Background: an optimization exercise with open tools, aiming at small area. Do not read the settings as production practice.
The RTL was checked by simulation tests, not by an equivalence proof against the original design.
Power and IR drop assume default switching activity.

Design simple_gemac, start of the top module:
module simple_gemac(
   input clk, input reset,
   output reg GMII_TX_EN, output reg GMII_TX_ER, output reg [7:0] GMII_TXD,
   input GMII_RX_DV, input GMII_RX_ER, input [7:0] GMII_RXD,
   input pause_req, input [15:0] pause_time_req, input pause_respect_en,
   input [47:0] ucast_addr, input [47:0] mcast_addr,
   input pass_ucast, input pass_mcast, input pass_bcast, input pass_pause, input pass_all,
   output [7:0] rx_data, output reg rx_valid, output rx_error, output reg rx_ack,
   input [7:0] tx_data, input tx_valid, input tx_error, output tx_ack
    );
Size: about 260 flip-flops, about 160 I/O pins.
Settings: LEC_CHECK=0, CAP_MARGIN=20, CORE_MARGIN=2, CORE_UTILIZATION=40, PLACE_DENSITY=0.6, SLEW_MARGIN=20; clock period 8.0 ns.
run.sh (not shown) runs the stock make flow with config.mk's settings and CLKGATE_MAP_FILE= SYNTH_SCRIPT=/design/flow/synth_recipe.tcl, a recipe that flattens the netlist after the stock synthesis.
Rerun with:
- ABC_AREA: default -> 1
- CTS_BUF_LIST: default -> sky130_fd_sc_hd__clkbuf_2
Total power rises by a few percent.
Global-route usage rises by 3.5 points.
Via count increases by about a fifth.
Setup slack loses 0.098 ns.
Combinational power came out higher by a quarter to a third.
Non-clock buffer count goes down by 4.
Final cell count increases by a quarter to a third.

========
simple_gemac, a different RTL version from the one above (not shown whole).
Size: roughly 160 I/O pins, ~10,000 um^2 of cells after synthesis.
clock: 8.0 ns
lec_check: 0
cap_margin: 20
core_margin: 2
core_utilization: 70
place_density: 0.8
slew_margin: 20
standard.sh (not shown) runs the stock make flow with config.mk's settings and CLKGATE_MAP_FILE= SYNTH_SCRIPT=/design/flow/synth_recipe.tcl, a recipe that flattens the netlist after the stock synthesis.
==> flow/flow/run.sh <==
#!/bin/bash
# Own layout flow: the standard flow, with
#  - the combinational logic of the standard synthesis re-mapped by ABC for area
#    (registers kept exactly as the standard synthesis made them): ABC runs with
#    several seeds from two starting netlists, keeping the smallest whose registers
#    match the standard synthesis's,
#  - small port buffers (every port still gets its own buffer),
#  - a clock tree of clkbuf_8 clusters and no dummy loads.
set -euo pipefail
cd "$(dirname "$0")/.."
W=$PWD
R=$W/orfs/results/$FLOW_PLATFORM/simple_gemac/base

export BUFFER_PORTS_ARGS="-buffer_cell sky130_fd_sc_hd__buf_1"
export CTS_ARGS="-sink_clustering_enable -repair_clock_nets -buf_list sky130_fd_sc_hd__clkbuf_8 -root_buf sky130_fd_sc_hd__clkbuf_8 -dont_use_dummy_load -sink_clustering_size 18 -sink_clustering_max_diameter 70"

# Standard synthesis, plus two more runs of it as starting points for ABC:
# with ABC's area script, and with ABC's area script module by module.
bash standard.sh synth > $W/flow_synth.log 2>&1
sed -e "s#WORK_HOME=[^ ]*#WORK_HOME=$W/orfs_alt#" -e "s#^make #make ABC_AREA=1 #" standard.sh > $W/standard_alt.sh
sed -e "s#WORK_HOME=[^ ]*#WORK_HOME=$W/orfs_alt2#" -e "s#^make #make ABC_AREA=1 SYNTH_HIERARCHICAL=1 #" standard.sh > $W/standard_alt2.sh
bash $W/standard_alt.sh synth > $W/flow_synth_alt.log 2>&1 &
bash $W/standard_alt2.sh synth > $W/flow_synth_alt2.log 2>&1 &
wait || true
RA=$W/orfs_alt/results/$FLOW_PLATFORM/simple_gemac/base
RA2=$W/orfs_alt2/results/$FLOW_PLATFORM/simple_gemac/base

cp $R/1_2_yosys.v $W/1_2_yosys.standard.v
flops() { grep -E '^\s*sky130_fd_sc_hd__(df|edf|sdf|sedf|dlx|dlr)' "$1" | awk '{print $1, $2}' | sort; }
flops $W/1_2_yosys.standard.v > $W/flops.standard.txt

mkdir -p $W/resynth
# ABC scripts: deep synthesis with several random seeds, then area mapping
for seed in 0 1 2 3 4 5 6 7; do
  printf 'strash\n&get -n\n&syn4\n&deepsyn -S %d -T 60\n&dch -f\n&nf -R 1000\n&put\n' $seed > $W/resynth/s$seed.abc
done
jobs=()
if [ -f $RA/1_2_yosys.v ]; then
  for seed in 0 1 2 3 4 5 6 7; do jobs+=("$RA/1_2_yosys.v $W/resynth/s$seed.abc"); done
fi
if [ -f $RA2/1_2_yosys.v ]; then
  for seed in 0 1 2 3; do jobs+=("$RA2/1_2_yosys.v $W/resynth/s$seed.abc"); done
fi
if [ ${#jobs[@]} -eq 0 ]; then jobs+=("$W/1_2_yosys.standard.v $W/resynth/s0.abc"); fi
i=0
for j in "${jobs[@]}"; do
  i=$((i+1)); set -- $j
  echo "$1 $W/resynth/c$i.v $2 $W/resynth/c$i.log"
done > $W/resynth/jobs.txt
xargs -P ${NUM_CORES:-4} -L 1 bash flow/resynth.ys.sh < $W/resynth/jobs.txt || true

best=$W/1_2_yosys.standard.v
bestarea=1e12
for c in $W/resynth/c*.v; do
  [ -f $c ] || continue
  flops $c > ${c%.v}.flops
  if ! cmp -s ${c%.v}.flops $W/flops.standard.txt; then echo "$c: registers differ, skipped"; continue; fi
  a=$(grep -E "Chip area" ${c%.v}.log | tail -1 | awk "{print \$NF}" || true)
  [ -n "$a" ] || continue
  echo "$c: $a"
  if awk -v a="$a" -v b="$bestarea" 'BEGIN{exit !(a<b)}'; then best=$c; bestarea=$a; fi
done > $W/flow_resynth_pick.log
echo "picked $best $bestarea" >> $W/flow_resynth_pick.log

cp $best $R/1_2_yosys.v
touch $R/1_2_yosys.v
bash standard.sh finish > $W/flow_finish.log 2>&1
Other scripts of this flow, unchanged in this note and not shown: flow/flow/resynth.ys.sh
The first run produced a clean layout.
==> next run, changes <==
--- a/flow/flow/run.sh
+++ b/flow/flow/run.sh
@@ -8 +8 @@
-#  - a clock tree of clkbuf_8 clusters and no dummy loads.
+#  - a clock tree of clkbuf_8 clusters under a clkbuf_4 root, and no dummy loads.
@@ -15 +15 @@
-export CTS_ARGS="-sink_clustering_enable -repair_clock_nets -buf_list sky130_fd_sc_hd__clkbuf_8 -root_buf sky130_fd_sc_hd__clkbuf_8 -dont_use_dummy_load -sink_clustering_size 18 -sink_clustering_max_diameter 70"
+export CTS_ARGS="-sink_clustering_enable -repair_clock_nets -buf_list sky130_fd_sc_hd__clkbuf_8 -root_buf sky130_fd_sc_hd__clkbuf_4 -dont_use_dummy_load -sink_clustering_size 19 -sink_clustering_max_diameter 80"
Result: Via count came out lower by 0.93%; wire length increases by 0.41%; fmax barely changes; setup slack gets worse by 0.010 ns; design area drops by about 0.3%; non-clock buffer count drops by 1; final cell count barely changes; area after synthesis does not change; hold slack barely changes; global-route usage went down by 0.13 points; sequential cell count does not change.

========
## the baseline
Another version of the RTL of simple_gemac (not shown whole).
==> flow/config.mk <==
export PLATFORM = sky130hd
export DESIGN_NAME = simple_gemac
export DESIGN_NICKNAME = simple_gemac
export VERILOG_FILES = /design/flow/design.v
export SDC_FILE = /design/flow/constraint.sdc
export NUM_CORES = 4
export LEC_CHECK = 0
export CAP_MARGIN = 20
export CORE_MARGIN = 2
export CORE_UTILIZATION = 40
export PLACE_DENSITY = 0.6
export SLEW_MARGIN = 20
==> flow/constraint.sdc <==
create_clock -name core_clock -period 8.0 [get_ports {clk}]
set_input_delay 1.6000 -clock core_clock [delete_from_list [all_inputs] [get_ports {clk}]]
set_output_delay 1.6000 -clock core_clock [all_outputs]
set_load 0.01 [all_outputs]
==> flow/flow/run.sh <==
#!/bin/bash
# Own layout flow: the standard flow, with
#  - the combinational logic of the standard synthesis re-mapped by ABC for area
#    (registers kept exactly as the standard synthesis made them),
#  - small port buffers (every port still gets its own buffer),
#  - a clock tree of smaller buffers and no dummy loads.
set -euo pipefail
cd "$(dirname "$0")/.."
W=$PWD
R=$W/orfs/results/$FLOW_PLATFORM/simple_gemac/base

export BUFFER_PORTS_ARGS="-buffer_cell sky130_fd_sc_hd__buf_1"
export CTS_ARGS="-sink_clustering_enable -repair_clock_nets -buf_list sky130_fd_sc_hd__clkbuf_8 -root_buf sky130_fd_sc_hd__clkbuf_8 -dont_use_dummy_load"

bash standard.sh synth > $W/flow_synth.log 2>&1
cp $R/1_2_yosys.v $W/1_2_yosys.standard.v
bash flow/resynth.ys.sh $W/1_2_yosys.standard.v $W/1_2_yosys.resynth.v $W/flow/deepsyn.abc $W/flow_resynth.log
cp $W/1_2_yosys.resynth.v $R/1_2_yosys.v
touch $R/1_2_yosys.v
bash standard.sh finish > $W/flow_finish.log 2>&1
==> flow/flow/deepsyn.abc <==
strash
&get -n
&deepsyn -T 60
&put
dch -f
amap
topo
==> flow/flow/resynth.ys.sh <==
#!/bin/bash
# resynth.ys.sh IN.v OUT.v ABC_SCRIPT LOG
# Re-maps the combinational cells of the standard synthesis's netlist with ABC.
# Flip-flops (and tie cells) stay as they are: same instances, names and cell types.
set -euo pipefail
IN=$1; OUT=$2; SCR=$3; LOG=$4
LIB=$FLOW_HOME/platforms/sky130hd/lib/sky130_fd_sc_hd__tt_025C_1v80.lib
DU=""
for c in $(sed -n '/DONT_USE_CELLS/,/^$/p' $FLOW_HOME/platforms/sky130hd/config.mk | grep -o 'sky130_fd_sc_hd__[a-z0-9_]*'); do DU="$DU -dont_use $c"; done
yosys -l $LOG -p "
read_liberty -ignore_miss_func $LIB
blackbox sky130_fd_sc_hd__df* sky130_fd_sc_hd__edf* sky130_fd_sc_hd__sdf* sky130_fd_sc_hd__dl* sky130_fd_sc_hd__sedf* sky130_fd_sc_hd__conb*
read_verilog $IN
hierarchy -top $FLOW_TOP
flatten
opt -purge
abc -liberty $LIB $DU -script $SCR
opt_clean -purge
hilomap -singleton -hicell sky130_fd_sc_hd__conb_1 HI -locell sky130_fd_sc_hd__conb_1 LO
splitnets
opt_clean -purge
stat -liberty $LIB
write_verilog -noattr -nohex -nodec -selected $OUT
" > /dev/null
The following lists how the candidate was set up differently from the baseline:
- PLACE_DENSITY: 0.6 -> 0.8
- CORE_UTILIZATION: 40 -> 70
--- a/flow/flow/run.sh
+++ b/flow/flow/run.sh
@@ -11,9 +11,9 @@
 
 export BUFFER_PORTS_ARGS="-buffer_cell sky130_fd_sc_hd__buf_1"
-export CTS_ARGS="-sink_clustering_enable -repair_clock_nets -buf_list sky130_fd_sc_hd__clkbuf_8 -root_buf sky130_fd_sc_hd__clkbuf_8 -dont_use_dummy_load"
+export CTS_ARGS="-sink_clustering_enable -repair_clock_nets -buf_list sky130_fd_sc_hd__clkbuf_8 -root_buf sky130_fd_sc_hd__clkbuf_8 -dont_use_dummy_load -sink_clustering_size 20 -sink_clustering_max_diameter 50"
 
 bash standard.sh synth > $W/flow_synth.log 2>&1
 cp $R/1_2_yosys.v $W/1_2_yosys.standard.v
-bash flow/resynth.ys.sh $W/1_2_yosys.standard.v $W/1_2_yosys.resynth.v $W/flow/deepsyn.abc $W/flow_resynth.log
+bash flow/resynth.ys.sh $W/1_2_yosys.standard.v $W/1_2_yosys.resynth.v $W/flow/area.abc $W/flow_resynth.log
 cp $W/1_2_yosys.resynth.v $R/1_2_yosys.v
 touch $R/1_2_yosys.v
==> flow/flow/area.abc (new file) <==
strash
&get -n
&deepsyn -T 60
&dch -f
&nf -R 1000
&put
removed: flow/flow/deepsyn.abc
[summary]
- Utilization was lower in the run labelled the baseline.
- The candidate vs the baseline on relative max-transition margin: the candidate is the higher one.
- Compared with the baseline, in the candidate area of the die shows a reduction of 43%; post-route standard cell area excluding fillers shows a reduction of 6.0%.
- Run comparison: the baseline commonest non-fill, non-tap cell in the layout nor2_1; the candidate commonest non-fill, non-tap cell in the layout dfxtp_1
- The global-route wire length before repair of the candidate is lower than that of the baseline.
- The area used by sequential logic in the layout of the candidate and that of the baseline are within noise of each other.
- The amount of wire on met2 after detailed routing number comes out higher for the baseline vs the candidate.
- Max average cell area after synthesis across the candidate and the baseline: the candidate
- Compared with the baseline, the candidate is more frugal on power.
- NOTE: clock network power share in the candidate falls short of that of the baseline
- The baseline leaves more setup margin than the candidate.

re-timing with driven ports:
Ports are ideal in the flow. The routed layouts listed here were re-timed in OpenROAD.
Step 1 (the two cells are an assumption about what drives the block):
set clk [get_ports {clk}]
set_driving_cell -lib_cell sky130_fd_sc_hd__clkbuf_16 $clk
set_driving_cell -lib_cell sky130_fd_sc_hd__buf_2 [delete_from_list [all_inputs] $clk]
Step 2 moves the port delays by t, midway between the first and last clock arrival at a register: inputs arrive t later, outputs are due t later. That takes back most of the time a late clock gives input paths.
Three values: no drivers, after step 1, after step 2; two values: the first two.
| run | t (ns) | setup slack, ns | worst setup path after step 2 | clock arrival spread, ns | worst slew at a driven data input, ns |
|---|---|---|---|---|---|
| the first run of note 1 | 0.601 | 3.993 / 3.942 / 4.436 | input to register | 0.013 / 0.013 | 0.06 |
| the second run of note 1 | 0.948 | 3.895 / 3.842 / 4.790 | register to output | 0.083 / 0.083 | 0.08 |
| the first run of note 2 | 0.532 | 4.558 / 4.558 / 4.558 | register to register | 0.086 / 0.086 | 0.05 |
| the second run of note 2 | 0.623 | 4.547 / 4.547 / 4.547 | register to register | 0.053 / 0.053 | 0.05 |
| the baseline | 0.579 | 3.314 / 3.314 / 3.314 | register to register | 0.039 / 0.039 | 0.07 |
| the candidate | 0.546 | 2.983 / 2.983 / 2.983 | register to register | 0.074 / 0.075 | 0.06 |
After both steps every run listed still meets setup and hold.
